From an optimization exercise on the open Yosys and OpenROAD flow, aimed at small area; shortcuts taken in it are not production practice. The RTL was checked by simulation tests, not by an equivalence proof against the original design. In runs 3 to 6 the design's own scripts or RTL, not TritonCTS, make the clock network. The flow treats the clock pin as an ideal source. Dropping or thinning the clock tree relies on that and would not hold on a real chip. Power and IR drop assume default switching activity.

### flow/flow/run.sh
#!/bin/bash
# Standard ORFS layout (the standard.sh, standard synthesis unchanged) with two changes:
#  * port buffers use the smallest buffer cell instead of the default pick;
#  * a lighter clock tree: larger sink clusters, clkbuf_8 only, no dummy loads.
set -euo pipefail
export BUFFER_PORTS_ARGS="-buffer_cell sky130_fd_sc_hd__buf_1"
export CTS_ARGS="-sink_clustering_enable -repair_clock_nets -sink_clustering_size 100 -sink_clustering_max_diameter 500 -buf_list sky130_fd_sc_hd__clkbuf_8 -root_buf sky130_fd_sc_hd__clkbuf_8 -dont_use_dummy_load"
bash standard.sh > orfs_flow.log 2>&1
### flow/standard.sh
#!/bin/bash
# synth_recipe.tcl (not shown) runs the flow's synth.tcl, then flattens the netlist and writes it again
# the make line also repeats each setting of config.mk as NAME=value (left out here)
make -C /OpenROAD-flow-scripts/flow DESIGN_CONFIG=/design/flow/config.mk WORK_HOME=/design/flow/orfs CLKGATE_MAP_FILE= SYNTH_SCRIPT=/design/flow/synth_recipe.tcl "${@:-finish}"
### flow/config.mk
export PLATFORM = sky130hd
export DESIGN_NAME = i2c_slave
export DESIGN_NICKNAME = i2c_slave
export VERILOG_FILES = /design/flow/design.v
export SDC_FILE = /design/flow/constraint.sdc
export NUM_CORES = 4
export LEC_CHECK = 0
export CAP_MARGIN = 20
export CORE_MARGIN = 2
export CORE_UTILIZATION = 60
export PLACE_DENSITY = 0.8
export SLEW_MARGIN = 20
### flow/constraint.sdc
create_clock -name core_clock -period 6.0 [get_ports {i_sclk}]
set_input_delay 1.2000 -clock core_clock [delete_from_list [all_inputs] [get_ports {i_sclk}]]
set_output_delay 1.2000 -clock core_clock [all_outputs]
set_load 0.01 [all_outputs]
### flow/design.v
module i2c_slave(
 input                 i_sclk
,input                 i_rst_n
,input         [7:0]   i_device_addr
,output reg            o_wr_de
,output        [7:0]   o_wr_addr
,output        [7:0]   o_wr_data
,output reg            o_wr_done
,output        [8:0]   o_wr_length
,output        [7:0]   o_rd_addr
,input         [7:0]   i_rd_data
,output reg            o_rd_de
,input                 i_scl
,input                 i_sda
,output                o_sda
);
localparam   S_IDLE         = 4'h0;
localparam   S_START        = 4'h1;
localparam   S_DEV_ADDR     = 4'h2;
localparam   S_DEV_ACK      = 4'h3;
localparam   S_REG_ADDR     = 4'h4;
localparam   S_REG_ACK      = 4'h5;
localparam   S_WR_DATA      = 4'h6;
localparam   S_WR_DATA_ACK  = 4'h7;
localparam   S_RD_DATA      = 4'h8;
localparam   S_RD_DATA_ACK  = 4'h9;
localparam   S_STOP         = 4'ha;
function [10:0] f_inc11(input [10:0] a);
	integer i; reg c;
	begin
		c = 1'b1;
		for(i = 0; i < 11; i = i + 1) begin
			f_inc11[i] = a[i] ^ c;
			c = c & a[i];
		end
	end
endfunction
function [8:0] f_inc9(input [8:0] a);
	integer i; reg c;
	begin
		c = 1'b1;
		for(i = 0; i < 9; i = i + 1) begin
			f_inc9[i] = a[i] ^ c;
			c = c & a[i];
		end
	end
endfunction
function [7:0] f_inc8(input [7:0] a);
	integer i; reg c;
	begin
		c = 1'b1;
		for(i = 0; i < 8; i = i + 1) begin
			f_inc8[i] = a[i] ^ c;
			c = c & a[i];
		end
	end
endfunction
function [8:0] f_add8(input [7:0] a, input [7:0] b);
	integer i; reg c;
	begin
		c = 1'b0;
		for(i = 0; i < 8; i = i + 1) begin
			f_add8[i] = a[i] ^ b[i] ^ c;
			c = (a[i] & b[i]) | (c & (a[i] ^ b[i]));
		end
		f_add8[8] = c;
	end
endfunction
function f_ge11(input [10:0] a, input [10:0] b);
	integer i; reg g;
	begin
		g = 1'b1;
		for(i = 0; i < 11; i = i + 1)
			g = (a[i] & ~b[i]) | ((a[i] | ~b[i]) & g);
		f_ge11 = g;
	end
endfunction
function [10:0] f_x125(input [9:0] x);
	integer i; reg c; reg [10:0] a, b;
	begin
		a = {1'b0, x};
		b = {3'b0, x[9:2]};
		c = 1'b0;
		for(i = 0; i < 11; i = i + 1) begin
			f_x125[i] = a[i] ^ b[i] ^ c;
			c = (a[i] & b[i]) | (c & (a[i] ^ b[i]));
		end
	end
endfunction
reg  [3:0]   r_cs;
reg  [3:0]   r_ns;
reg  [3:0]   r_scl;
reg  [3:0]   r_sda;
reg          r_scl_pos_d;
reg          ro_sda;
wire w_sda_pos   = ~r_sda[3] &  r_sda[2];
wire w_sda_neg   =  r_sda[3] & ~r_sda[2];
wire w_scl_pos   = ~r_scl[3] &  r_scl[2];
wire w_scl_neg   =  r_scl[3] & ~r_scl[2];
wire w_bus_start = w_sda_neg & r_scl[3];
wire w_bus_stop  = w_sda_pos & r_scl[3];
reg  [3:0]   r_bit_cnt;           
reg  [7:0]   r_shift;
reg  [7:0]   r_rd_addr;
reg  [8:0]   r_wr_length;
reg          r_wr_first;
reg          r_bus_wr_rd;
reg  [10:0]  r_ph_cnt;
reg  [9:0]   r_scl_low;
reg  [9:0]   r_scl_high;
reg          r_scl_high_vld;
reg          r_sda_en;
reg          r_idle_pre;
reg          r_idle_en;
assign o_sda       = ro_sda;
assign o_rd_addr   = r_rd_addr;
assign o_wr_data   = r_shift;
assign o_wr_length = r_wr_length;
wire [7:0] w_wr_ofs = r_wr_first ? 8'd0 : r_wr_length[7:0];
wire [8:0] w_wr_sum = f_add8(r_rd_addr, w_wr_ofs);
assign o_wr_addr = w_wr_sum[7:0];
wire w_ns_idle  = (r_ns == S_IDLE);
wire w_ns_dev   = (r_ns == S_DEV_ADDR);
wire w_cs_acked = (r_cs == S_REG_ADDR) && r_bit_cnt[3] && w_scl_neg;
wire w_rd_bit   = ~r_bit_cnt[3] & i_rd_data[~r_bit_cnt[2:0]];
wire w_low_meas = (r_cs == S_DEV_ADDR) && (r_bit_cnt[2:0] == 3'd1);
wire w_hi_meas  = w_ns_dev && (r_bit_cnt[2:0] == 3'd2) && w_scl_neg;
wire [10:0] w_ph_inc = f_inc11(r_ph_cnt);
always @(posedge i_sclk or negedge i_rst_n) begin
	if(~i_rst_n) begin
		r_sda <= 4'd0;
		r_scl <= 4'd0;
	end
	else begin
		r_sda <= {r_sda[2:0], i_sda};
		r_scl <= {r_scl[2:0], i_scl};
	end
end
always @(posedge i_sclk)
	r_scl_pos_d <= w_scl_pos;
always @(posedge i_sclk) begin
	if(r_ns == S_DEV_ADDR || r_ns == S_REG_ADDR || r_ns == S_WR_DATA || r_ns == S_RD_DATA) begin
		if(w_scl_pos)
			r_bit_cnt <= {r_bit_cnt[3] ^ (&r_bit_cnt[2:0]), r_bit_cnt[2] ^ (&r_bit_cnt[1:0]),
			              r_bit_cnt[1] ^ r_bit_cnt[0], ~r_bit_cnt[0]};
	end
	else
		r_bit_cnt <= 4'd0;
end
always @(posedge i_sclk or negedge i_rst_n) begin
	if(~i_rst_n)
		o_rd_de <= 1'b0;
	else
		o_rd_de <= w_scl_pos && ((r_cs == S_DEV_ACK && r_bus_wr_rd) || r_cs == S_RD_DATA_ACK);
end
always @(posedge i_sclk or negedge i_rst_n) begin
	if(~i_rst_n)
		o_wr_de <= 1'b0;
	else
		o_wr_de <= (r_cs == S_WR_DATA) && r_bit_cnt[3] && w_scl_neg;
end
always @(posedge i_sclk or negedge i_rst_n) begin
	if(~i_rst_n)
		r_bus_wr_rd <= 1'b0;
	else if(r_cs == S_DEV_ADDR && r_bit_cnt[2:0] == 3'd7 && w_scl_pos)
		r_bus_wr_rd <= r_sda[3];
end
always @(posedge i_sclk) begin
	if(w_cs_acked)
		r_wr_first <= 1'b1;
	else if(r_cs == S_WR_DATA_ACK && w_scl_pos)
		r_wr_first <= 1'b0;
end
always @(posedge i_sclk or negedge i_rst_n) begin
	if(~i_rst_n)
		r_rd_addr <= 8'd0;
	else if(w_cs_acked)
		r_rd_addr <= r_shift;
	else if(r_cs == S_RD_DATA_ACK && w_scl_pos)
		r_rd_addr <= f_inc8(r_rd_addr);
end
always @(posedge i_sclk or negedge i_rst_n) begin
	if(~i_rst_n)
		r_wr_length <= 9'd0;
	else if(r_cs == S_WR_DATA_ACK && w_scl_pos)
		r_wr_length <= f_inc9({1'b0, w_wr_ofs}) ^ {w_wr_sum[8], 8'd0};
end
always @(posedge i_sclk or negedge i_rst_n) begin
	if(~i_rst_n)
		o_wr_done <= 1'b0;
	else
		o_wr_done <= ~r_bus_wr_rd & w_bus_stop;
end
always @(posedge i_sclk) begin
	if(w_scl_pos)
		r_shift <= {r_shift[6:0], r_sda[3]};
end
always @(posedge i_sclk or negedge i_rst_n) begin
	if(~i_rst_n)
		ro_sda <= 1'b1;
	else if(w_ns_idle || r_idle_en)
		ro_sda <= 1'b1;
	else if(r_sda_en)
		case(r_ns)
			S_DEV_ACK, S_REG_ACK, S_WR_DATA_ACK: ro_sda <= 1'b0;
			S_RD_DATA:                           ro_sda <= w_rd_bit;
			default:                             ro_sda <= 1'b1;
		endcase
end
always @(posedge i_sclk) begin
	if(r_scl[3] ? (r_scl_pos_d || w_scl_neg)
	            : (w_ns_idle || (r_ph_cnt[9:0] == r_scl_low && ~w_low_meas)))
		r_ph_cnt <= 11'd0;
	else
		r_ph_cnt <= w_ph_inc;
end
always @(posedge i_sclk) begin
	if(w_low_meas && w_scl_pos)
		r_scl_low <= r_ph_cnt[9:0];
end
always @(posedge i_sclk) begin
	r_sda_en <= (~r_scl[3] || r_scl_pos_d) && (r_ph_cnt == {2'b0, r_scl_low[9:1]});
end
always @(posedge i_sclk) begin
	if(w_hi_meas)
		r_scl_high <= w_ph_inc[9:0];
end
always @(posedge i_sclk) begin
	if(w_ns_idle)
		r_scl_high_vld <= 1'b0;
	else if(w_hi_meas)
		r_scl_high_vld <= 1'b1;
end
always @(posedge i_sclk) begin
	r_idle_pre <= r_scl[3] && ~r_scl_pos_d && r_scl_high_vld && ~w_ns_idle && ~w_hi_meas &&
	              f_ge11(w_ph_inc, f_x125(r_scl_high));
	r_idle_en  <= r_idle_pre;
end
always @(posedge i_sclk or negedge i_rst_n) begin
	if(~i_rst_n)
		r_cs <= S_IDLE;
	else if(r_idle_en)
		r_cs <= S_IDLE;
	else
		r_cs <= r_ns;
end
always @(*) begin
	if(w_bus_start)
		r_ns = S_START;
	else if(w_bus_stop)
		r_ns = S_IDLE;
	else case(r_cs)
		S_START:
			r_ns = w_scl_neg ? S_DEV_ADDR : S_START;
		S_DEV_ADDR:
			if(r_bit_cnt[3] && w_scl_neg)
				r_ns = (r_shift[7:1] == i_device_addr[7:1]) ? S_DEV_ACK : S_IDLE;
			else
				r_ns = S_DEV_ADDR;
		S_DEV_ACK:
			if(w_scl_neg)
				r_ns = r_bus_wr_rd ? S_RD_DATA : S_REG_ADDR;
			else
				r_ns = S_DEV_ACK;
		S_REG_ADDR:
			r_ns = (r_bit_cnt[3] && w_scl_neg) ? S_REG_ACK : S_REG_ADDR;
		S_REG_ACK:
			r_ns = w_scl_neg ? S_WR_DATA : S_REG_ACK;
		S_WR_DATA:
			r_ns = (r_bit_cnt[3] && w_scl_neg) ? S_WR_DATA_ACK : S_WR_DATA;
		S_WR_DATA_ACK:
			r_ns = w_scl_neg ? S_WR_DATA : S_WR_DATA_ACK;
		S_RD_DATA:
			r_ns = (r_bit_cnt[3] && w_scl_neg) ? S_RD_DATA_ACK : S_RD_DATA;
		S_RD_DATA_ACK:
			if(w_scl_neg)
				r_ns = r_shift[0] ? S_STOP : S_RD_DATA;
			else
				r_ns = S_RD_DATA_ACK;
		S_STOP:
			r_ns = S_STOP;
		default:
			r_ns = S_IDLE;
	endcase
end
endmodule
==> impl_metrics.ini, run 1 <==
[outcome]
outcome = timing/DRC/antenna clean

[timing]
hold_violations = 0
period_minus_slack_ns = 5.30
worst_slack_ns = 0.701
timing.fmax_mhz = 189
fin_tns_setup_ns = 0
slew_viol_final = 0
setup_viol = 0
finClkSkew_ns = 0.0182
final.period_utilization_pct = 88.3
slew_headroom_pct = 42.4
worst_slew_pin_slew_ns = 0.864
rsz0062_at_grt = false

[worst_setup_path]
worst_path_dominant_cell_family = adder cells
critPathArrivalTime_ns = 4.10
cp_max_fo = 9
critPathCaptureType = output pin
crit_path_frequent_cell = fa_1
critical_path_class = flop to output pin
path_cells = nor2b_1, ha_1, inv_1, fa_1, inv_1, fa_1, fa_1, fa_1, fa_1, fa_1, fa_1, buf_1
critPathBufInv = 3
start_kind = flop
cpPeakStageDelay_ns = 0.53
cp.required_ns = 4.80
slowest_stage = dfxtp_1

[yosys]
syn_avg_cell_area_um2 = 11.7
yosysUniqueCellTypes = 62
ys_seq_area_share_pct = 48.0
synth_area_mm2 = 0.00441
ys.flop_type = dfrtp_1
ys_async_sr_fraction_pct = 41.0
synth_edf_count = 28
synth_seq_cells = 83
syn_inst = 377
ys_warn_count = 1
synth_nets = 441

[final_layout]
final_common_cell = buf_1
fill_cells = 538
area_delta_synth_final_pct = 9.34
final_cell_mix = buf_1 (54), dfrtp_1 (33), nand2_1 (31), ha_1 (30)
design_area_mm2 = 0.00482
drive_above_1_share_pct = 10.1
fin_nets = 501
antenna_cells = 0

[clock_network]
htree_levels = 3
insertion_delay_ns = 0.34
ctsResizeCount = 0
root_buffer = clkbuf_8
cts_max_path_buffers = 2
cts_buffers = 9
post-cts-setup-buffers = 0
cts_tree = yes
clock-sinks = 83
cts.clk_slew.worst_paths_ns = 0.07
cts_hold_buf = 0

[drt]
wl_per_cell_um = 15.7
drc = 0
dr.pass1.iters = 5
drt_iter0_drc = 123
vias = 3001
totalWireLength_um = 8360
viasPerCell = 5.62
antenna_left = 0

[placed_design]
globalplace.congestion = 0.865
portBuffers = 55
dpl-instance-area_mm2 = 0.00469
post-place-ws_ns = 1.04
place_hpwl_um = 6460

[power]
ir_drop_v = 0.000148
power.density_mw_per_mm2 = 195
leakagePower_nw = 1.97
combPwrFrac_pct = 4.0
p_total_w = 0.000940
pwr-share-seq_pct = 63.9
clkPwrFrac_pct = 32.2
p_switching_w = 0.000200
swShare_pct = 21.3
p_int_w = 0.000740

[worst_hold_path]
min_path_type = flop to flop

[grt]
first_global_vias = 2849
overflow = 0
antenna_found_initial = 0
grt_pass1_wl_um = 13300
grt_max_degree = 35
grt_usage_pct = 22.2

[floorplan]
row_count = 31
io_pins = 57
initial_core_util_pct = 61.4
die_y_um = 89.7
die-area_mm2 = 0.00804
core_area_mm2 = 0.00718
die_w_um = 89.7

[run]
max_cap_violations = 0
==> synth_stat cells, types with 3 or more instances <==
library cell  instances  area [µm²]
o21ai_0              11        55.1
nor4_1                4        25.0
dfrtp_1              33         826
a22oi_1               7        52.6
mux2_2                7        78.8
nand3_1               4        20.0
nor2_1               21        78.8
nor3b_1               3        22.5
and2b_2               3        26.3
nor2b_2               5        43.8
dfxtp_1              21         420
ha_1                 30         375
nand2_1              31         116
nand2b_1              3        18.8
nand4_1               6        37.5
clkbuf_1              4        15.0
a21oi_1               9        45.0
edfxtp_1             28         841
inv_1                28         105
xnor2_1              20         175
maj3_1                5        50.1
mux2i_1               3        30.0
fa_1                 14         280
xor2_1               13         114
a31oi_1               3        18.8
nor2b_1              11        68.8
nor2_2                5        31.3
o211ai_1              3        22.5
==> layer usage <==
layer / vias up / part of all wire (%) / GRT usage [%]
met1: 1442 / 44 / 29.0
met5: - / 0 / 0
met3: 15 / 5.8 / 3.56
met4: 0 / 1.9 / 9.63
met2: 116 / 49 / 36.8
li1: 1428 / - / -
==> path summary, 6_finish.rpt <==
| path | start | endpoint | slack (ns) | cells past startpoint |
|---|---|---|---|---|
| setup / recovery | r_wr_first | o_wr_addr[7] | 0.70 | 12 |
| hold / removal | r_idle_pre | r_idle_en | 0.34 | 0 |
| setup reg to reg | r_scl_high[2] | r_idle_pre | 1.19 | 16 |
| hold reg to reg | r_idle_pre | r_idle_en | 0.34 | 0 |
| max in group asynchronous | i_rst_n | r_rd_addr[7] | 4.49 | 1 |
| min in group asynchronous | i_rst_n | r_wr_length[0] | 0.96 | 1 |
==> power by group through the flow <==
stage | Sequential (W) | Combinational, W | Clock (W)
3_3_place_gp | 0.000612 | 0.0000367 | 0
4_1_cts | 0.000600 | 0.0000380 | 0.000310
5_1_grt | 0.000601 | 0.0000422 | 0.000331
2_1_floorplan | 0.000611 | 0.0000211 | 0
3_5_place_dp | 0.000612 | 0.0000377 | 0
6_report | 0.000600 | 0.0000374 | 0.000302
==> worst register-to-register path: stages (launching register included) <==
cell      delay, ns
edfxtp_1       0.36
ha_1           0.15
inv_1          0.05
fa_1           0.37
fa_1           0.40
fa_1           0.42
fa_1           0.39
fa_1           0.40
fa_1           0.38
inv_1          0.08
fa_1           0.42
nor2b_1        0.15
maj3_1         0.36
maj3_1         0.37
a21oi_1        0.15
o211ai_1       0.12
a211oi_2       0.14
==> flip-flops by register name (all words and copies together), names as in the netlist, 4 cells and up <==
signal	flops
r_ph_cnt	11
r_wr_length	9
r_cs	4
r_rd_addr	8
r_scl_low	10
r_scl	4
r_sda	4
r_scl_high	10
r_shift	8
r_bit_cnt	4
==> cell type report <==
cell class | instances | area [µm²] | area share [%]
sequential | 83 | 2110 | 43.9
multi-input combinational | 258 | 2130 | 44.2
tap | 99 | 124 | 2.57
timing repair buffer | 57 | 223 | 4.62
clock buffer | 9 | 124 | 2.57
inverter | 28 | 105 | 2.18
==> cells by family after synthesis <==
group	count (synthesis)	share of synthesized area (%)
simple gates	112	14.2
flops	83	48.0
compound gates	52	8.01
fa+ha+maj	49	16.0
buf+inv	36	3.72
xor+xnor	33	6.56
mux	12	3.49
==> through the flow <==
stage	utilization, %	hold slack [ns]	cells
floorplan	-	0.310	377
global placement	65.4	0.312	525
detailed placement	65.4	0.319	525
CTS	67.1	0.335	534
global route	67.1	0.344	534
finish	67.1	0.337	534
==> run 2, diff against run 1 <==
==> flow/flow/run.sh (replaced) <==
#!/bin/bash
# The standard layout (standard.sh's make command) with these changes:
#  * synthesis: synth_recipe.tcl with ABC's area-oriented mapping script;
#  * port buffers use the smallest buffer cell instead of the default pick;
#  * a lighter clock tree: clkbuf_8 only and no dummy loads.
set -euo pipefail
here=$(pwd)
sed "s#SYNTH_SCRIPT=[^ ]*#SYNTH_SCRIPT=$here/flow/my_synth.tcl#" standard.sh > my_standard.sh
grep -q "SYNTH_SCRIPT=$here/flow/my_synth.tcl" my_standard.sh
export FLOW_SYNTH_TCL=$here/synth_recipe.tcl
export MY_ABC_SCRIPT=$here/flow/abc_area.script
export BUFFER_PORTS_ARGS="-buffer_cell sky130_fd_sc_hd__buf_1"
export CTS_ARGS="-sink_clustering_enable -repair_clock_nets -sink_clustering_size 100 -sink_clustering_max_diameter 500 -buf_list sky130_fd_sc_hd__clkbuf_8 -root_buf sky130_fd_sc_hd__clkbuf_8 -dont_use_dummy_load"
bash my_standard.sh > orfs_flow.log 2>&1
==> flow/flow/abc_area.script (new file) <==
&get -n
&st
&dch -f
&nf -a -R 1000
&put
==> flow/flow/my_synth.tcl (new file) <==
# The standard synthesis (synth_recipe.tcl, sourced unchanged) with one
# change: ABC maps the logic with an area-oriented script (MY_ABC_SCRIPT)
# instead of the delay-oriented one.  Flip-flop mapping is untouched, so the
# registers keep their names and cell types.
proc abc {args} {
  set i [lsearch -exact $args -script]
  if {$i >= 0 && [info exists ::env(MY_ABC_SCRIPT)]} {
    lset args [expr {$i + 1}] $::env(MY_ABC_SCRIPT)
  }
  yosys abc {*}$args
}
source $::env(FLOW_SYNTH_TCL)
==> impl_metrics.ini, run 2 <==
[timing]
period_minus_slack_ns = 5.27
worst_slew_pin_slew_ns = 0.909
slew_viol_final = 0
fin_tns_setup_ns = 0
slew_headroom_pct = 38.9
rsz0062_at_grt = false
setup_viol = 0
finClkSkew_ns = 0.0168
timing.fmax_mhz = 190
final.period_utilization_pct = 87.8
hold_violations = 0

[drt]
dr_wl_met2_um = 3670
vias = 2706
drc = 0
wl_met3_um = 302
dr.pass1.iters = 4
viasPerCell = 5.53
wl_per_cell_um = 15.2
antenna_left = 0
drt_iter0_drc = 129
totalWireLength_um = 7430
top_layer = met4
wl_met1_um = 3340

[clock_network]
cts_tree = yes
clock-sinks = 83
ctsResizeCount = 0
root_buffer = clkbuf_8
htree_levels = 3
post-cts-setup-buffers = 0
cts.clk_slew.worst_paths_ns = 0.06
cts_hold_buf = 0
cts_buffers = 9
cts_max_path_buffers = 2
insertion_delay_ns = 0.34

[final_layout]
reg.largest.list = r_ph_cnt: 11 flops, r_scl_high: 10 flops, r_scl_low: 10 flops
top_register = r_ph_cnt
multiInputGateArea_mm2 = 0.00191
largest_reg_flops = 11
antenna_cells = 0
fill_cells = 500
fin_nets = 475
seqCellArea_mm2 = 0.00211
post-route-util_pct = 67.8
area_delta_synth_final_pct = 11.0
instances_no_fill = 489
final_common_cell = buf_1
final_cell_mix = buf_1 (54), dfrtp_1 (33), ha_1 (30), edfxtp_1 (28), nand2_1 (27)
drive_above_1_share_pct = 3.91

[floorplan]
die_y_um = 86.7
row_count = 30
die-area_mm2 = 0.00751
io_pins = 57
initial_core_util_pct = 61.0
die_w_um = 86.7
core_area_mm2 = 0.00672

[worst_setup_path]
cp_max_fo = 8
start_kind = flop
reg2reg_to = r_idle_pre
cp-startpoint = r_wr_first
cp.required_ns = 4.80
critPathArrivalTime_ns = 4.07
ff2ff_setup_slack_ns = 1.13
critical_path_class = flop to output pin
critPathCaptureType = output pin
ff2ff_path_depth = 15
worstReg2RegStart = r_scl_high[2]

[yosys]
yosysMostFrequentCell = dfrtp_1
syn_inst = 343
yosysUniqueCellTypes = 38
synth_area_mm2 = 0.00410
yosysTopAreaCell = edfxtp_1
synth_nets = 407
synthTopCellsByCount = dfrtp_1 (33), ha_1 (30), edfxtp_1 (28)
synthTopCellsByArea = edfxtp_1 (21%), dfrtp_1 (20%), dfxtp_1 (10%), ha_1 (9.2%), fa_1 (6.8%)
synth_top_area_share_pct = 20.5
synth_edf_count = 28
ys_seq_area_share_pct = 51.5
ys_async_sr_fraction_pct = 41.0
ys.flop_type = dfrtp_1
ys_warn_count = 1
synth_seq_cells = 83
syn_avg_cell_area_um2 = 12.0

[grt]
grt_pass1_wl_um = 12900
overflow = 0
first_global_vias = 2760
antenna_found_initial = 0
grt_max_degree = 35
grt_usage_pct = 22.5

[power]
power.density_mw_per_mm2 = 221
p_total_w = 0.00100
ir_drop_v = 0.000159
leakagePower_nw = 1.94

[worst_hold_path]
worstHoldStart = r_idle_pre
min_path_type = flop to flop
min_to = r_idle_en
min_path_cells = 0

[outcome]
outcome = timing/DRC/antenna clean

[run]
max_cap_violations = 0

[placed_design]
portBuffers = 55
place_hpwl_um = 5730
placed_cells = 480
globalplace.congestion = 0.788
==> run 2: changes by cell type in the layout (fill, tap and decap cells not counted), moves of 4 or more <==
cell and change:
nor2b_2 -5, a221o_1 +4, mux2_1 +8, nor2_2 -5, inv_1 -28, nand2_1 -4
nand3b_1 +4, mux2_2 -7, nand3_1 +4, and2_0 +10, clkinv_1 +23, nor3_1 +7
o21ai_0 -4
==> run 2: how the worst max path moves through the flow <==
stage                   endpoint  slack [ns]  cells after the start
global placement    o_wr_addr[7]        1.16                     12
detailed placement  o_wr_addr[7]        1.10                     12
finish              o_wr_addr[7]        0.73                     12
global route        o_wr_addr[7]        0.50                     12
floorplan             r_idle_pre        1.33                     15
CTS                 o_wr_addr[7]        0.74                     12
==> run 2: cell type report <==
| cell class | count | area share [%] |
|---|---|---|
| inverter | 23 | 1.90 |
| timing repair buffer | 57 | 4.89 |
| sequential | 83 | 46.4 |
| clock buffer | 9 | 2.72 |
| tap | 80 | 2.20 |
| multi-input combinational | 237 | 41.9 |
==> run 2: cell families after synthesis <==
group,synth area share (%)
flip-flops,51.5
XOR/XNOR,6.62
buffers and inverters,2.10
multiplexers,3.54
adder cells (fa/ha/maj),16.7
AO/OA/AOI/OAI,6.04
AND/OR/NAND/NOR,13.5
==> run 2: routing by layer <==
| layer | vias to the layer above | track usage, % |
|---|---|---|
| li1 | 1330 | - |
| met1 | 1294 | 28.8 |
| met2 | 72 | 36.6 |
| met3 | 10 | 5.43 |
| met4 | 0 | 9.80 |
| met5 | - | 0 |
==> run 2: metrics by stage <==
step                      instance area [µm²]  hold slack (ns)  worst slack [ns]
after global placement                   4420            0.314              1.16
after CTS                                4550            0.332             0.737
after global routing                     4550            0.334             0.500
after detailed placement                 4420            0.317              1.10
final                                    4550            0.331             0.735
after floorplan                          4100            0.310              1.33
==> run 2: power by group <==
group          internal [W]  total [W]  switching, W
logic             0.0000359  0.0000859     0.0000500
clock network      0.000134   0.000299      0.000165
registers          0.000600   0.000620     0.0000202
==> run 2: critical path: stages (launching register included) <==
cell and delay (ns):
dfxtp_1 0.48, nor2b_1 0.14, ha_1 0.20, clkinv_1 0.05
fa_1 0.16, clkinv_1 0.07, fa_1 0.39, fa_1 0.41
fa_1 0.41, fa_1 0.40, fa_1 0.39, fa_1 0.49
buf_1 0.14
==> run 3, diff against run 2 <==
--- a/flow/design.v
+++ b/flow/design.v
@@ -10,5 +10,5 @@
 ,output        [7:0]   o_rd_addr
 ,input         [7:0]   i_rd_data
-,output reg            o_rd_de
+,output                o_rd_de
 ,input                 i_scl
 ,input                 i_sda
@@ -148,10 +148,5 @@
 		r_bit_cnt <= 4'd0;
 end
-always @(posedge i_sclk or negedge i_rst_n) begin
-	if(~i_rst_n)
-		o_rd_de <= 1'b0;
-	else
-		o_rd_de <= w_scl_pos && ((r_cs == S_DEV_ACK && r_bus_wr_rd) || r_cs == S_RD_DATA_ACK);
-end
+assign o_rd_de = r_scl_pos_d && ((r_cs == S_DEV_ACK && r_bus_wr_rd) || r_cs == S_RD_DATA_ACK);
 always @(posedge i_sclk or negedge i_rst_n) begin
 	if(~i_rst_n)
==> flow/flow/run.sh (replaced) <==
#!/bin/bash
# The standard layout (standard.sh's make command) with these changes:
#  * synthesis: synth_recipe.tcl with ABC's area-oriented mapping script;
#  * port buffers use the smallest buffer cell instead of the default pick;
#  * a lighter clock tree: the clock port drives MCTS_K buffers, each placed
#    at the centre of the cluster of flip-flops it clocks (flow/mcts_hook.tcl).
set -euo pipefail
here=$(pwd)
sed "s#SYNTH_SCRIPT=[^ ]*#SYNTH_SCRIPT=$here/flow/my_synth.tcl#" standard.sh > my_standard.sh
grep -q "SYNTH_SCRIPT=$here/flow/my_synth.tcl" my_standard.sh
export FLOW_SYNTH_TCL=$here/synth_recipe.tcl
export MY_ABC_SCRIPT=$here/flow/abc_area.script
export BUFFER_PORTS_ARGS="-buffer_cell sky130_fd_sc_hd__buf_1"
export PRE_CTS_TCL=$here/flow/mcts_hook.tcl
export MCTS_CLK=i_sclk MCTS_K=3 MCTS_BUF=sky130_fd_sc_hd__clkbuf_16
bash my_standard.sh > orfs_flow.log 2>&1
==> flow/flow/mcts.tcl (new file) <==
# Manual clock tree: the clock port drives MCTS_K buffers (MCTS_BUF), each
# placed at the centre of a cluster of the flip-flops it clocks (k-means on
# the placed flip-flop positions).
proc mcts_build {} {
  set K $::env(MCTS_K)
  set bufname $::env(MCTS_BUF)
  set block [ord::get_db_block]
  set clknet [$block findNet $::env(MCTS_CLK)]
  set master [[ord::get_db] findMaster $bufname]
  set sinks {}
  foreach it [$clknet getITerms] {
    set loc [[$it getInst] getLocation]
    lappend sinks [list $it [lindex $loc 0] [lindex $loc 1]]
  }
  set n [llength $sinks]
  # initial centres: spread along x order
  set sorted [lsort -real -index 1 $sinks]
  set cx {}; set cy {}
  for {set k 0} {$k < $K} {incr k} {
    set s [lindex $sorted [expr {int(($k + 0.5) * $n / $K)}]]
    lappend cx [lindex $s 1]; lappend cy [lindex $s 2]
  }
  for {set iter 0} {$iter < 50} {incr iter} {
    set sx [lrepeat $K 0.0]; set sy [lrepeat $K 0.0]; set cnt [lrepeat $K 0]
    set assign {}
    foreach s $sinks {
      set best 0; set bd 1e30
      for {set k 0} {$k < $K} {incr k} {
        set d [expr {abs([lindex $s 1] - [lindex $cx $k]) + abs([lindex $s 2] - [lindex $cy $k])}]
        if {$d < $bd} { set bd $d; set best $k }
      }
      lappend assign $best
      lset sx $best [expr {[lindex $sx $best] + [lindex $s 1]}]
      lset sy $best [expr {[lindex $sy $best] + [lindex $s 2]}]
      lset cnt $best [expr {[lindex $cnt $best] + 1}]
    }
    for {set k 0} {$k < $K} {incr k} {
      if {[lindex $cnt $k] > 0} {
        lset cx $k [expr {[lindex $sx $k] / [lindex $cnt $k]}]
        lset cy $k [expr {[lindex $sy $k] / [lindex $cnt $k]}]
      }
    }
  }
  puts "mcts: $n sinks, cluster sizes $cnt"
  set nets {}
  for {set k 0} {$k < $K} {incr k} {
    set inst [odb::dbInst_create $block $master "mcts_buf_$k"]
    set net [odb::dbNet_create $block "mcts_clk_$k"]
    $net setSigType CLOCK
    [$inst findITerm A] connect $clknet
    [$inst findITerm X] connect $net
    $inst setLocation [expr {int([lindex $cx $k])}] [expr {int([lindex $cy $k])}]
    $inst setPlacementStatus PLACED
    $inst setSourceType TIMING
    lappend nets $net
  }
  foreach s $sinks a $assign {
    set it [lindex $s 0]
    $it disconnect
    $it connect [lindex $nets $a]
  }
}
==> flow/flow/mcts_hook.tcl (new file) <==
# PRE_CTS hook: build a one-level clock tree by hand (see mcts.tcl) and skip
# TritonCTS, whose H-tree uses more buffers than this small design needs.
source [file join [file dirname [info script]] mcts.tcl]
mcts_build
set_propagated_clock [all_clocks]
proc clock_tree_synthesis {args} {
  puts "clock_tree_synthesis skipped: clock tree built by mcts_hook.tcl"
}
==> impl_metrics.ini, run 3 <==
[outcome]
outcome = timing/DRC/antenna clean

[worst_setup_path]
ff2ff_path_depth = 18
critPathBufInv = 3
cp_max_fo = 2
critical_path_class = flop to flop
slowest_stage = fa_1
worstReg2RegStart = r_scl_high[2]
path_cells = ha_1, clkinv_1, fa_1, fa_1, fa_1, fa_1, fa_1, fa_1, clkinv_1, fa_1, clkinv_1, o22ai_1, a21oi_1, a21oi_1, maj3_1, maj3_1, maj3_1, nor4_1
start_kind = flop
cp.required_ns = 6.09
cpPeakStageDelay_ns = 0.40
critPathArrivalTime_ns = 5.26
ff2ff_setup_slack_ns = 0.82
critPathCaptureType = flop
cp-startpoint = r_scl_high[2]
worst_path_dominant_cell_family = adder cells
reg2reg_to = r_idle_pre
crit_path_frequent_cell = fa_1

[yosys]
syn_inst = 351
syn_avg_cell_area_um2 = 11.7
ys_warn_count = 1
yosysUniqueCellTypes = 38
ys_seq_area_share_pct = 51.0
synth_area_mm2 = 0.00410
yosysMostFrequentCell = nand2_1
synthTopCellsByCount = nand2_1 (39), dfrtp_1 (32), ha_1 (30)
ys.flop_type = dfrtp_1
synth_seq_cells = 82
synth_edf_count = 28
synth_top_area_share_pct = 20.5
synthTopCellsByArea = edfxtp_1 (21%), dfrtp_1 (20%), dfxtp_1 (10%), ha_1 (9.2%), fa_1 (6.8%)
synth_nets = 415
ys_async_sr_fraction_pct = 40.2
yosysTopAreaCell = edfxtp_1

[timing]
worst_slack_ns = 0.824
fin_tns_setup_ns = 0
final.period_utilization_pct = 86.3
slew_viol_final = 0
worst_slew_pin_slew_ns = 0.825
period_minus_slack_ns = 5.18
slew_headroom_pct = 45.0
timing.fmax_mhz = 193
setup_viol = 0
rsz0062_at_grt = false
finClkSkew_ns = 0.0147
hold_violations = 0

[floorplan]
row_count = 30
die-area_mm2 = 0.00750
initial_core_util_pct = 61.3
core_area_mm2 = 0.00668
die_y_um = 86.6
die_w_um = 86.6
io_pins = 57

[grt]
overflow = 0
first_global_vias = 2607
grt_pass1_wl_um = 12400
grt_max_degree = 34
antenna_found_initial = 0
grt_usage_pct = 20.2

[drt]
totalWireLength_um = 7370
drt_iter0_drc = 133
wl_per_cell_um = 15.0
dr.pass1.iters = 4
top_layer = met4
wl_met1_um = 3520
drc = 0
vias = 2650
viasPerCell = 5.40
wl_met3_um = 220
antenna_left = 0
dr_wl_met2_um = 3580

[worst_hold_path]
min_path_type = flop to flop
min_to = r_idle_en
min_path_cells = 0
worstHoldStart = r_idle_pre

[clock_network]
post-cts-setup-buffers = 0
cts.clk_slew.worst_paths_ns = 0.11
insertion_delay_ns = 0.17
cts_hold_buf = 0
ctsResizeCount = 0

[placed_design]
place_hpwl_um = 5820
post-place-ws_ns = 0.849
globalplace.congestion = 0.854
portBuffers = 55

[final_layout]
antenna_cells = 0
final_common_cell = buf_1
fin_nets = 477
drive_above_1_share_pct = 2.68
reg.largest.list = r_ph_cnt: 11 flops, r_scl_high: 10 flops, r_scl_low: 10 flops
largest_reg_flops = 11
final_cell_mix = buf_1 (54), nand2_1 (39), dfrtp_1 (32), ha_1 (30), edfxtp_1 (28)
area_delta_synth_final_pct = 10.3
top_register = r_ph_cnt

[power]
leakagePower_nw = 1.86
ir_drop_v = 0.000200
power.density_mw_per_mm2 = 206

[run]
max_cap_violations = 0
run 3: layout make-up, without the clock buffers:
type                       instances  area, µm²
sequential                        82       2090
tap                               80        100
fill                             520       2160
inverter                          26       97.6
multi-input combinational        243       1930
timing repair buffer              57        223
run 3: cell families after synthesis:
group	after synthesis	synth area share [%]
and+or+nand+nor	122	14.7
xor gates and xnor gates	31	6.63
DFF	82	51.0
muxes	11	3.54
AOI/OAI and AO/OA	32	5.07
adders and majority gates	47	16.7
buffers and inverters	26	2.38
run 3: worst max path at each step:
stage / end / slack, ns / cells after the start
6_report: r_idle_pre / 0.82 / 18
2_1_floorplan: r_idle_pre / 1.12 / 18
3_5_place_dp: r_idle_pre / 0.85 / 18
4_1_cts: r_idle_pre / 0.81 / 18
3_3_place_gp: r_idle_pre / 0.97 / 18
5_1_grt: r_idle_pre / 0.59 / 18
run 3: power by group:
part           internal (W)  total (W)  leakage [nW]  switching [W]
Clock             0.0000924   0.000225        0.0370       0.000133
Combinational     0.0000339  0.0000870         0.968      0.0000531
Sequential         0.000595   0.000617         0.850      0.0000223
run 3: per-stage QoR:
stage          total power [W]  instances  hold slack (ns)  util (%)  instance area [µm²]
2_1_floorplan         0.000680        351            0.310         -                 4100
3_3_place_gp          0.000710        488            0.311      66.2                 4430
3_5_place_dp          0.000713        488            0.315      66.2                 4430
4_1_cts               0.000932        491            0.352      67.4                 4500
5_1_grt               0.000972        491            0.362      67.6                 4520
6_report              0.000929        491            0.352      67.6                 4520
run 3: worst register-to-register path: stages, from the launching register on:
cell and delay [ns]:
edfxtp_1 0.37, ha_1 0.15, clkinv_1 0.07, fa_1 0.38, fa_1 0.41, fa_1 0.40, fa_1 0.39, fa_1 0.40
fa_1 0.39, clkinv_1 0.07, fa_1 0.40, clkinv_1 0.07, o22ai_1 0.07, a21oi_1 0.12, a21oi_1 0.06, maj3_1 0.36
maj3_1 0.36, maj3_1 0.38, nor4_1 0.25
run 3: routing by layer:
metal / vias to the layer above / global-route usage (%)
li1: 1340 / -
met1: 1254 / 30.1
met2: 50 / 34.5
met3: 6 / 1.24
met4: 0 / 1.56
met5: - / 0
==> run 4, diff against run 3 <==
--- a/flow/config.mk
+++ b/flow/config.mk
@@ -6,7 +6,7 @@
 export NUM_CORES = 4
 export LEC_CHECK = 0
-export CAP_MARGIN = 20
+export CAP_MARGIN = 0
 export CORE_MARGIN = 2
 export CORE_UTILIZATION = 60
 export PLACE_DENSITY = 0.8
-export SLEW_MARGIN = 20
+export SLEW_MARGIN = 0
==> impl_metrics.ini, run 4 <==
[outcome]
outcome = timing/DRC/antenna clean

[yosys]
syn_avg_cell_area_um2 = 11.7
synth_top_family_by_area = adder cells
synth-xor-area-share_pct = 6.63
yosysMostFrequentCell = nand2_1
synth_compound_area_share_pct = 5.07
synth_area_mm2 = 0.00410
ys_async_sr_fraction_pct = 40.2
ys_seq_area_share_pct = 51.0
synthTopCellsByCount = nand2_1 (39), dfrtp_1 (32), ha_1 (30)
synth_mux_area_share_pct = 3.54
synth_nets = 415
synthAdderAreaFrac_pct = 16.7
ys.flop_type = dfrtp_1
synth_edf_count = 28
synth_top_area_share_pct = 20.5
syn_inst = 351
ys_warn_count = 1
synthTopCellsByArea = edfxtp_1 (21%), dfrtp_1 (20%), dfxtp_1 (10%), ha_1 (9.2%), fa_1 (6.8%)
synth_seq_cells = 82
yosysTopAreaCell = edfxtp_1
yosysUniqueCellTypes = 38
synth_simple_gate_area_share_pct = 14.7

[power]
leakagePower_nw = 1.85
power.density_mw_per_mm2 = 205
ir_drop_v = 0.000200
p_total_w = 0.000925

[drt]
dr.pass1.iters = 4
viasPerCell = 5.41
drt_iter0_drc = 133
totalWireLength_um = 7320
drc = 0
vias = 2657
antenna_left = 0
wl_per_cell_um = 14.9

[worst_setup_path]
cp-startpoint = r_scl_high[2]
critical_path_class = flop to flop
start_kind = flop
slowest_stage = fa_1
critPathCaptureType = flop
worst-path-stages = 18
worstReg2RegStart = r_scl_high[2]
cpPeakStageDelay_ns = 0.40
cp_max_fo = 2
ff2ff_path_depth = 18
cp.required_ns = 6.08
path_cells = ha_1, clkinv_1, fa_1, fa_1, fa_1, fa_1, fa_1, fa_1, clkinv_1, fa_1, clkinv_1, o22ai_1, a21oi_1, a21oi_1, maj3_1, maj3_1, maj3_1, nor4_1
critPathArrivalTime_ns = 5.27
crit_path_frequent_cell = fa_1
critPathBufInv = 3
worst_path_dominant_cell_family = adder cells

[placed_design]
portBuffers = 55
place_hpwl_um = 5820
globalplace.congestion = 0.854
dpl-instance-area_mm2 = 0.00443

[grt]
overflow = 0
first_global_vias = 2607
grt_max_degree = 34
grt_usage_pct = 20.2
antenna_found_initial = 0
grt_pass1_wl_um = 12400

[worst_hold_path]
min_path_type = flop to flop
worstHoldStart = r_idle_pre
min_path_cells = 0

[final_layout]
final_cell_mix = buf_1 (54), nand2_1 (39), dfrtp_1 (32), ha_1 (30), edfxtp_1 (28)
reg.largest.list = r_ph_cnt: 11 flops, r_scl_high: 10 flops, r_scl_low: 10 flops
multiInputGateArea_mm2 = 0.00192
antenna_cells = 0
area_delta_synth_final_pct = 9.87
seqCellArea_mm2 = 0.00209
post-route-util_pct = 67.4
fill_cells = 521
drive_above_1_share_pct = 2.43
top_register = r_ph_cnt
design_area_mm2 = 0.00450
largest_reg_flops = 11
final_common_cell = buf_1
fin_nets = 477

[floorplan]
die_w_um = 86.6
initial_core_util_pct = 61.3
row_count = 30
io_pins = 57
die-area_mm2 = 0.00750
core_area_mm2 = 0.00668
die_y_um = 86.6

[timing]
rsz0062_at_grt = false
timing.fmax_mhz = 193
setup_viol = 0
period_minus_slack_ns = 5.19
fin_tns_setup_ns = 0
finClkSkew_ns = 0.0128
slew_headroom_pct = 23.9
slew_viol_final = 0
final.period_utilization_pct = 86.5
hold_violations = 0
worst_slew_pin_slew_ns = 1.13

[clock_network]
cts.clk_slew.worst_paths_ns = 0.10
post-cts-setup-buffers = 0
insertion_delay_ns = 0.17
cts_hold_buf = 0
ctsResizeCount = 0

[run]
max_cap_violations = 0
[run 4: power by group]
group	leakage, nW	internal, W	switching, W	total (W)
Clock	0.0370	0.0000923	0.000131	0.000224
Combinational	0.966	0.0000331	0.0000515	0.0000846
Sequential	0.850	0.000595	0.0000221	0.000617
[run 4: cell type report, without the clock buffers]
type                            count  share of cell area (%)
Sequential cell                    82                    46.4
Multi-Input combinational cell    243                    42.6
Timing Repair Buffer               57                    4.95
Tap cell                           80                    2.22
Inverter                           26                    2.17
[run 4: cells by family after synthesis]
logic type      count (synthesis)
compound gates                 32
xor+xnor                       31
fa+ha+maj                      47
buf+inv                        26
flops                          82
mux                            11
simple gates                  122
[run 4: metrics by stage]
step           worst slack, ns  hold slack, ns  std cells
2_1_floorplan             1.12           0.310        351
3_3_place_gp             0.965           0.311        488
3_5_place_dp             0.849           0.315        488
4_1_cts                  0.808           0.352        491
5_1_grt                  0.587           0.362        491
6_report                 0.812           0.344        491
[run 4: per-layer routing]
layer	routed length, µm	share of wire, %	track usage, %	vias to the layer above
li1	-	-	-	1341
met1	3490	48	30.1	1264
met2	3570	49	34.5	46
met3	206	2.8	1.24	6
met4	51	0.70	1.56	0
met5	0	0	0	-
[run 4: final timing paths]
kind,endpoint,slack [ns]
worst max-delay path,r_idle_pre,0.81
worst min-delay path,r_idle_en,0.34
max in group asynchronous,r_rd_addr[1],4.37
worst min register to register,r_idle_en,0.34
min in group asynchronous,r_scl[3],1.11
worst max register to register,r_idle_pre,0.81
==> run 5, diff against run 4 <==
--- a/flow/config.mk
+++ b/flow/config.mk
@@ -8,5 +8,5 @@
 export CAP_MARGIN = 0
 export CORE_MARGIN = 2
-export CORE_UTILIZATION = 60
-export PLACE_DENSITY = 0.8
+export CORE_UTILIZATION = 75
+export PLACE_DENSITY = 0.9
 export SLEW_MARGIN = 0
==> impl_metrics.ini, run 5 <==
[final_layout]
fill_cells = 281
design_area_mm2 = 0.00449
largest_reg_flops = 11
final_cell_mix = buf_1 (54), nand2_1 (39), dfrtp_1 (32), ha_1 (30), edfxtp_1 (28)
fin_nets = 477
top_register = r_ph_cnt
area_delta_synth_final_pct = 9.56
seqCellArea_mm2 = 0.00209
drive_above_1_share_pct = 2.43
antenna_cells = 0
post-route-util_pct = 86.2
final_common_cell = buf_1
reg.largest.list = r_ph_cnt: 11 flops, r_scl_high: 10 flops, r_scl_low: 10 flops
multiInputGateArea_mm2 = 0.00192

[drt]
vias = 2845
drc = 0
viasPerCell = 5.91
antenna_left = 0
totalWireLength_um = 8030
drt_iter0_drc = 214
dr.pass1.iters = 4
wl_per_cell_um = 16.7

[power]
ir_drop_v = 0.000265
power.density_mw_per_mm2 = 206
leakagePower_nw = 1.85
p_total_w = 0.000925

[yosys]
synth_top_area_share_pct = 20.5
yosysTopAreaCell = edfxtp_1
synthTopCellsByCount = nand2_1 (39), dfrtp_1 (32), ha_1 (30)
yosysMostFrequentCell = nand2_1
synthTopCellsByArea = edfxtp_1 (21%), dfrtp_1 (20%), dfxtp_1 (10%), ha_1 (9.2%), fa_1 (6.8%)
synth_edf_count = 28
ys_async_sr_fraction_pct = 40.2
syn_avg_cell_area_um2 = 11.7
ys_warn_count = 1
synth_area_mm2 = 0.00410
ys.flop_type = dfrtp_1
synth_nets = 415
syn_inst = 351
yosysUniqueCellTypes = 38
synth_seq_cells = 82
ys_seq_area_share_pct = 51.0

[timing]
slew_viol_final = 0
rsz0062_at_grt = false
fin_tns_setup_ns = 0
finClkSkew_ns = 0.0107
timing.fmax_mhz = 189
setup_viol = 0
hold_violations = 0
final.period_utilization_pct = 88.1
worst_slew_pin_slew_ns = 1.17
period_minus_slack_ns = 5.28
worst_slack_ns = 0.715
slew_headroom_pct = 21.6

[worst_setup_path]
critPathBufInv = 3
slowest_stage = fa_1
path_cells = ha_1, clkinv_1, fa_1, fa_1, fa_1, fa_1, fa_1, fa_1, clkinv_1, fa_1, clkinv_1, o22ai_1, a21oi_1, a21oi_1, maj3_1, maj3_1, maj3_1, nor4_1
cp.required_ns = 6.07
cp_max_fo = 2
critical_path_class = flop to flop
cpPeakStageDelay_ns = 0.41
critPathCaptureType = flop
critPathArrivalTime_ns = 5.35
start_kind = flop
crit_path_frequent_cell = fa_1
worst_path_dominant_cell_family = adder cells

[grt]
grt_usage_pct = 28.4
antenna_found_initial = 0
grt_pass1_wl_um = 13700
first_global_vias = 2913
grt_max_degree = 34
overflow = 0

[clock_network]
ctsResizeCount = 0
post-cts-setup-buffers = 0
cts.clk_slew.worst_paths_ns = 0.10
insertion_delay_ns = 0.16
cts_hold_buf = 0

[floorplan]
core_area_mm2 = 0.00520
die-area_mm2 = 0.00607
io_pins = 57
initial_core_util_pct = 78.7
die_w_um = 77.9
die_y_um = 77.9
row_count = 26

[placed_design]
place_hpwl_um = 6070
dpl-instance-area_mm2 = 0.00441
post-place-ws_ns = 0.821
globalplace.congestion = 0.882
portBuffers = 55

[outcome]
outcome = timing/DRC/antenna clean

[run]
max_cap_violations = 0

[worst_hold_path]
min_path_type = flop to flop
## run 5: cell counts in the layout (fill, tap and decap cells not counted)
No cell type changed its count.
## run 5: area by class of cell, without the clock buffers
type	instances	area share [%]
sequential	82	46.5
multi-input combinational	243	42.7
timing repair buffer	57	4.96
inverter	26	2.17
tap	70	1.95
## run 5: worst paths after layout
check,start,endpoint,slack [ns],cells past startpoint
min in group asynchronous,i_rst_n,r_bus_wr_rd,1.12,1
setup reg to reg,r_scl_high[2],r_idle_pre,0.72,18
hold / removal,r_idle_pre,r_idle_en,0.34,0
max in group asynchronous,i_rst_n,r_rd_addr[1],4.35,1
hold reg to reg,r_idle_pre,r_idle_en,0.34,0
setup / recovery,r_scl_high[2],r_idle_pre,0.72,18
## run 5: logic make-up (layout without fill, tap and decap cells)
logic type	after synthesis	after routing	share of synthesized area [%]
mux	11	11	3.54
flops	82	82	51.0
simple gates	122	122	14.7
xor+xnor	31	31	6.63
compound gates	32	32	5.07
buf+inv	26	86	2.38
fa+ha+maj	47	47	16.7
## run 5: power by group
part	switching, W	total (W)	internal (W)
clock network	0.000130	0.000222	0.0000922
logic	0.0000527	0.0000858	0.0000331
registers	0.0000229	0.000617	0.000595
## run 5: per-stage QoR
stage / instances / hold WS [ns]
final: 481 / 0.336
after global routing: 481 / 0.330
after CTS: 481 / 0.329
after detailed placement: 478 / 0.319
after global placement: 478 / 0.313
after floorplan: 351 / 0.310
## run 5: layer usage
| metal | GRT usage [%] | part of all wire (%) | routed length [µm] |
|---|---|---|---|
| met1 | 37.8 | 41 | 3300 |
| met2 | 51.5 | 50 | 4050 |
| met3 | 2.56 | 6.0 | 484 |
| met4 | 5.96 | 2.4 | 194 |
| met5 | 0 | 0 | 0 |
## run 5: worst reg2reg max path, stage by stage (launching register included)
cell and delay (ns):
edfxtp_1 0.38, ha_1 0.16, clkinv_1 0.07, fa_1 0.38, fa_1 0.39, fa_1 0.39
fa_1 0.40, fa_1 0.40, fa_1 0.37, clkinv_1 0.07, fa_1 0.41, clkinv_1 0.07
o22ai_1 0.08, a21oi_1 0.16, a21oi_1 0.06, maj3_1 0.37, maj3_1 0.37, maj3_1 0.39
nor4_1 0.27
==> run 6, diff against run 5 <==
==> flow/flow/run.sh (replaced) <==
#!/bin/bash
# The standard layout (standard.sh's make command) with these changes:
#  * synthesis: synth_recipe.tcl with ABC's area-oriented mapping script, and
#    adders left to ABC instead of being mapped to full/half-adder cells;
#  * port buffers use the smallest buffer cell instead of the default pick;
#  * a lighter clock tree: the clock port drives MCTS_K buffers, each placed
#    at the centre of the cluster of flip-flops it clocks (flow/mcts_hook.tcl).
set -euo pipefail
here=$(pwd)
sed "s#SYNTH_SCRIPT=[^ ]*#SYNTH_SCRIPT=$here/flow/my_synth.tcl ADDER_MAP_FILE=#" standard.sh > my_standard.sh
grep -q "SYNTH_SCRIPT=$here/flow/my_synth.tcl" my_standard.sh
export FLOW_SYNTH_TCL=$here/synth_recipe.tcl
export MY_ABC_SCRIPT=$here/flow/abc_area.script
export BUFFER_PORTS_ARGS="-buffer_cell sky130_fd_sc_hd__buf_1"
export PRE_CTS_TCL=$here/flow/mcts_hook.tcl
export MCTS_CLK=i_sclk MCTS_K=3 MCTS_BUF=sky130_fd_sc_hd__buf_12
bash my_standard.sh > orfs_flow.log 2>&1
==> flow/flow/abc_area.script (replaced) <==
&get -n
&st
&deepsyn -T 20
&dch -f
&nf -a -R 1000
&put
--- a/flow/config.mk
+++ b/flow/config.mk
@@ -8,5 +8,5 @@
 export CAP_MARGIN = 0
 export CORE_MARGIN = 2
-export CORE_UTILIZATION = 75
-export PLACE_DENSITY = 0.9
+export CORE_UTILIZATION = 60
+export PLACE_DENSITY = 0.8
 export SLEW_MARGIN = 0
==> impl_metrics.ini, run 6 <==
[yosys]
syn_avg_cell_area_um2 = 10.2
syn_inst = 393
yosysTopAreaCell = edfxtp_1
ys_warn_count = 1
ys.flop_type = dfrtp_1
synth_area_mm2 = 0.00402
yosysMostFrequentCell = nor2_1
synth_edf_count = 28
ys_seq_area_share_pct = 51.9
synth_top_area_share_pct = 20.9
synthTopCellsByCount = nor2_1 (43), xnor2_1 (37), dfrtp_1 (32), nand2_1 (32), edfxtp_1 (28)
synth_seq_cells = 82
ys_async_sr_fraction_pct = 40.2
synthTopCellsByArea = edfxtp_1 (21%), dfrtp_1 (20%), dfxtp_1 (10%), xnor2_1 (8.1%), nor2_1 (4.0%)
synth_nets = 413
yosysUniqueCellTypes = 48

[power]
ir_drop_v = 0.000193
p_int_w = 0.000707
leakagePower_nw = 1.59
power.density_mw_per_mm2 = 207
combPwrFrac_pct = 9.2
pwr-share-seq_pct = 67.2
swShare_pct = 22.6
clkPwrFrac_pct = 23.6
p_switching_w = 0.000207

[worst_setup_path]
cp-endpoint = o_wr_addr[7]
crit_path_frequent_cell = maj3_1
worst_path_dominant_cell_family = adder cells
cp-startpoint = r_wr_first
critical_path_class = flop to output pin
worstReg2RegStart = r_cs[0]
critPathArrivalTime_ns = 3.81
cp.required_ns = 4.80
worst-path-stages = 11
start_kind = flop
critPathCaptureType = output pin
reg2reg_to = r_ph_cnt[1]
cpPeakStageDelay_ns = 0.54
cp_max_fo = 11
ff2ff_path_depth = 12
path_cells = nor2b_1, nand2_1, o21ai_0, maj3_1, maj3_1, maj3_1, maj3_1, maj3_1, xnor2_1, xnor2_1, buf_1
ff2ff_setup_slack_ns = 1.95
critPathBufInv = 1
slowest_stage = dfxtp_1

[floorplan]
die_y_um = 85.9
io_pins = 57
die_w_um = 85.9
initial_core_util_pct = 62.7
die-area_mm2 = 0.00738
row_count = 29
core_area_mm2 = 0.00642

[worst_hold_path]
min_path_type = flop to flop

[final_layout]
area_delta_synth_final_pct = 9.58
antenna_cells = 0
fin_nets = 475
final_common_cell = buf_1
reg.largest.list = r_ph_cnt: 11 flops, r_scl_high: 10 flops, r_scl_low: 10 flops
fill_cells = 506
top_register = r_ph_cnt
final_cell_mix = buf_1 (54), nor2_1 (43), xnor2_1 (37), nand2_1 (32), dfrtp_1 (32)
drive_above_1_share_pct = 2.21
largest_reg_flops = 11

[drt]
viasPerCell = 5.89
dr.pass1.iters = 24
wl_per_cell_um = 15.5
drt_iter0_drc = 182
totalWireLength_um = 8230
antenna_left = 0
drc = 0
vias = 3120

[clock_network]
cts.clk_slew.worst_paths_ns = 0.10
post-cts-setup-buffers = 0
insertion_delay_ns = 0.14
cts_hold_buf = 0
ctsResizeCount = 0

[timing]
fin_tns_setup_ns = 0
timing.fmax_mhz = 200
hold_violations = 0
slew_headroom_pct = 36.8
finClkSkew_ns = 0.0137
final.period_utilization_pct = 83.4
setup_viol = 0
period_minus_slack_ns = 5.01
rsz0062_at_grt = false
slew_viol_final = 0
worst_slack_ns = 0.995
worst_slew_pin_slew_ns = 0.948

[placed_design]
post-place-ws_ns = 1.21
place_hpwl_um = 6290
portBuffers = 55
globalplace.congestion = 0.875

[grt]
grt_pass1_wl_um = 13400
first_global_vias = 2803
overflow = 0
grt_usage_pct = 22.0
antenna_found_initial = 0
grt_max_degree = 34

[outcome]
outcome = timing/DRC/antenna clean

[run]
max_cap_violations = 0
==> run 6: cell count changes in the layout (fill, tap and decap cells not counted), sizes merged, moves of 11 or more <==
cell,before,now
a21oi,10,22
ha,30,0
fa,14,0
maj3,3,14
xnor2,13,37
nor2,19,43
==> run 6: through the flow <==
stage               std cells  area [µm²]  power, W  utilization, %  hold WS [ns]
finish                    530        4410  0.000914            68.7         0.352
global route              530        4410  0.000950            68.7         0.356
CTS                       530        4410  0.000915            68.7         0.352
detailed placement        527        4350  0.000711            67.7         0.318
global placement          527        4350  0.000706            67.7         0.313
floorplan                 393        4020  0.000678               -         0.310
==> run 6: cell type report, without the clock buffers <==
cell class                      count  area, µm²  area share [%]
Multi-Input combinational cell    288       1860            42.1
Sequential cell                    82       2090            47.4
Inverter                           23       86.3            1.96
Tap cell                           77       96.3            2.19
Timing Repair Buffer               57        223            5.05
==> run 6: cell families (layout without fill, tap and decap cells) <==
kind of cell	after synthesis	in the layout	share of synthesized area, %
compound gates	72	72	11.6
xor+xnor	55	55	12.0
fa+ha+maj	14	14	3.48
buf+inv	23	83	2.15
flops	82	82	51.9
mux	4	4	1.65
simple gates	143	143	17.3
==> run 6: power groups by stage <==
stage / logic [W] / registers, W / clock network [W]
final: 0.0000844 / 0.000614 / 0.000216
after global routing: 0.0000953 / 0.000618 / 0.000237
after CTS: 0.0000849 / 0.000614 / 0.000217
after detailed placement: 0.0000844 / 0.000626 / 0
after global placement: 0.0000811 / 0.000625 / 0
after floorplan: 0.0000558 / 0.000622 / 0
==> run 6: worst min path at each step <==
stage                    start        end  cells past startpoint
floorplan           r_idle_pre  r_idle_en                      0
finish              r_idle_pre  r_idle_en                      0
global placement    r_idle_pre  r_idle_en                      0
global route        r_idle_pre  r_idle_en                      0
detailed placement  r_idle_pre  r_idle_en                      0
CTS                 r_idle_pre  r_idle_en                      0
==> run 6: worst reg2reg max path, cell delays in order (launching register included) <==
cell	delay [ns]
dfrtp_1	0.46
nand2b_1	0.19
nor3_1	0.51
o221ai_1	0.24
nor4_1	0.44
o211ai_1	0.16
nand2_1	0.13
o21ai_0	0.12
and2_0	0.22
a21oi_1	0.38
nand2_1	0.21
a22oi_1	0.76
nor2b_1	0.10
==> run 6: layer usage <==
metal  wire (µm)  global-route usage, %  up-vias
met5           0                      0        -
met4          97                   3.46        0
met3         275                  0.962       10
met2        4050                   36.9       71
met1        3800                   32.5     1527
li1            -                      -     1512
==> run 7, diff against run 6 <==
--- a/flow/flow/run.sh
+++ b/flow/flow/run.sh
@@ -1,5 +1,5 @@
 #!/bin/bash
 # The standard layout (standard.sh's make command) with these changes:
-#  * synthesis: synth_recipe.tcl with ABC's area-oriented mapping script, and
+#  * synthesis: synth_recipe.tcl with freduce and an area-oriented ABC script, and
 #    adders left to ABC instead of being mapped to full/half-adder cells;
 #  * port buffers use the smallest buffer cell instead of the default pick;
==> flow/flow/my_synth.tcl (replaced) <==
# The standard synthesis (synth_recipe.tcl, sourced unchanged) with one
# change at the logic-mapping step: Yosys's freduce first merges logic that
# it proves equivalent, then ABC maps the logic with an area-oriented script
# (MY_ABC_SCRIPT) instead of the delay-oriented one.  Flip-flop mapping is
# untouched, so the registers keep their names and cell types.
proc abc {args} {
  set i [lsearch -exact $args -script]
  if {$i >= 0 && [info exists ::env(MY_ABC_SCRIPT)]} {
    lset args [expr {$i + 1}] $::env(MY_ABC_SCRIPT)
  }
  yosys freduce
  yosys opt_clean
  yosys abc {*}$args
}
source $::env(FLOW_SYNTH_TCL)
--- a/flow/config.mk
+++ b/flow/config.mk
@@ -8,5 +8,5 @@
 export CAP_MARGIN = 0
 export CORE_MARGIN = 2
-export CORE_UTILIZATION = 60
-export PLACE_DENSITY = 0.8
+export CORE_UTILIZATION = 85
+export PLACE_DENSITY = 0.95
 export SLEW_MARGIN = 0
==> impl_metrics.ini, run 7 <==
[yosys]
synthTopCellsByArea = edfxtp_1 (21%), dfrtp_1 (20%), dfxtp_1 (11%), xnor2_1 (5.3%), xor2_1 (4.4%)
yosysTopAreaCell = edfxtp_1
ys_seq_area_share_pct = 52.6
synth_area_mm2 = 0.00397
ys.flop_type = dfrtp_1
yosysMostFrequentCell = nor2_1
synth_seq_cells = 82
yosysUniqueCellTypes = 45
synthTopCellsByCount = nor2_1 (42), dfrtp_1 (32), nand2_1 (30)
synth_edf_count = 28
syn_inst = 397
syn_avg_cell_area_um2 = 10.0
synth_top_area_share_pct = 21.2
synth_nets = 417
ys_warn_count = 1
ys_async_sr_fraction_pct = 40.2

[outcome]
outcome = did not finish
stop_error = [ERROR GPL-0301] Utilization 103.333 % exceeds 100%.
lastStage = global placement

[floorplan]
io_pins = 57
row_count = 24
initial_core_util_pct = 90.0
die_y_um = 72.4
die_w_um = 72.4

[placed_design]
portBuffers = 55
[run 7: cell types whose count changed after synthesis, sizes merged, moves of 3 or more]
cell	change
or2	+5
maj3	-4
xnor2	-13
a22o	+3
o211ai	-4
nor3b	+3
nor2b	-10
nand3	-6
nand4	-4
and3	+8
o31ai	-3
o22ai	+5
nor3	+15
a21oi	+4
[run 7: kinds of logic after synthesis]
| logic type | share of synthesized area (%) |
|---|---|
| AOI/OAI and AO/OA | 12.4 |
| xor gates and xnor gates | 9.70 |
| adders and majority gates | 2.52 |
| buffers and inverters | 2.36 |
| DFF | 52.6 |
| muxes | 0.567 |
| and+or+nand+nor | 19.8 |
==> run 8, diff against run 7 <==
--- a/flow/flow/run.sh
+++ b/flow/flow/run.sh
@@ -14,4 +14,4 @@
 export BUFFER_PORTS_ARGS="-buffer_cell sky130_fd_sc_hd__buf_1"
 export PRE_CTS_TCL=$here/flow/mcts_hook.tcl
-export MCTS_CLK=i_sclk MCTS_K=3 MCTS_BUF=sky130_fd_sc_hd__buf_12
+export MCTS_CLK=i_sclk MCTS_K=3 MCTS_BUF=sky130_fd_sc_hd__buf_8
 bash my_standard.sh > orfs_flow.log 2>&1
==> impl_metrics.ini, run 8 <==
[yosys]
ys_seq_area_share_pct = 52.6
synth_mux_area_share_pct = 0.567
synth_nets = 417
synthTopCellsByCount = nor2_1 (42), dfrtp_1 (32), nand2_1 (30)
yosysTopAreaCell = edfxtp_1
synth_top_family_by_area = simple AND/OR/NAND/NOR gates
synth_edf_count = 28
synth_compound_area_share_pct = 12.4
ys.flop_type = dfrtp_1
yosysMostFrequentCell = nor2_1
yosysUniqueCellTypes = 45
syn_avg_cell_area_um2 = 10.0
synthTopCellsByArea = edfxtp_1 (21%), dfrtp_1 (20%), dfxtp_1 (11%), xnor2_1 (5.3%), xor2_1 (4.4%)
synth-xor-area-share_pct = 9.70
syn_inst = 397
synth_seq_cells = 82
synth_top_area_share_pct = 21.2
synth_simple_gate_area_share_pct = 19.8
synth_area_mm2 = 0.00397
synthAdderAreaFrac_pct = 2.52
ys_async_sr_fraction_pct = 40.2
ys_warn_count = 1

[floorplan]
io_pins = 57
die_w_um = 72.4
initial_core_util_pct = 90.0
row_count = 24
die_y_um = 72.4

[outcome]
stop_error = [ERROR GPL-0301] Utilization 103.333 % exceeds 100%.
outcome = did not finish
lastStage = global placement

[placed_design]
portBuffers = 55
## run 8: kinds of logic after synthesis
| family | after synthesis |
|---|---|
| AND/OR/NAND/NOR | 157 |
| flip-flops | 82 |
| AO/OA/AOI/OAI | 77 |
| XOR/XNOR | 44 |
| buffers and inverters | 25 |
| adder cells (fa/ha/maj) | 10 |
| multiplexers | 2 |

[afterwards: timing with drivers on the ports]
The results above use ideal ports. As a check the final layouts listed here were re-extracted and re-timed, cells and wires unchanged. Step 1: set_driving_cell puts a clkbuf_16 on i_sclk and a buf_2 on each other input, an assumption about the parent block. Step 2 times the ports against the registers' clock, not the clock port: input delays grow and output delays shrink by t, the midpoint of the rising clock arrivals with the driver on. Slacks: ideal / step 1 / step 2; pairs: ideal / step 1.
run	t, ns	setup WS [ns]	clock arrival spread, ns	pins driven straight from the clock port
run 1	0.367	0.701 / 0.669 / 1.036	0.019 / 0.018	1
run 2	0.364	0.735 / 0.702 / 1.066	0.017 / 0.017	1
run 3	0.226	0.824 / 0.824 / 0.824	0.014 / 0.015	3
run 4	0.225	0.812 / 0.812 / 0.812	0.013 / 0.013	3
run 5	0.222	0.715 / 0.715 / 0.715	0.010 / 0.011	3
run 6	0.204	0.995 / 0.927 / 1.131	0.014 / 0.014	3
After both steps setup and hold are still met in every run listed.
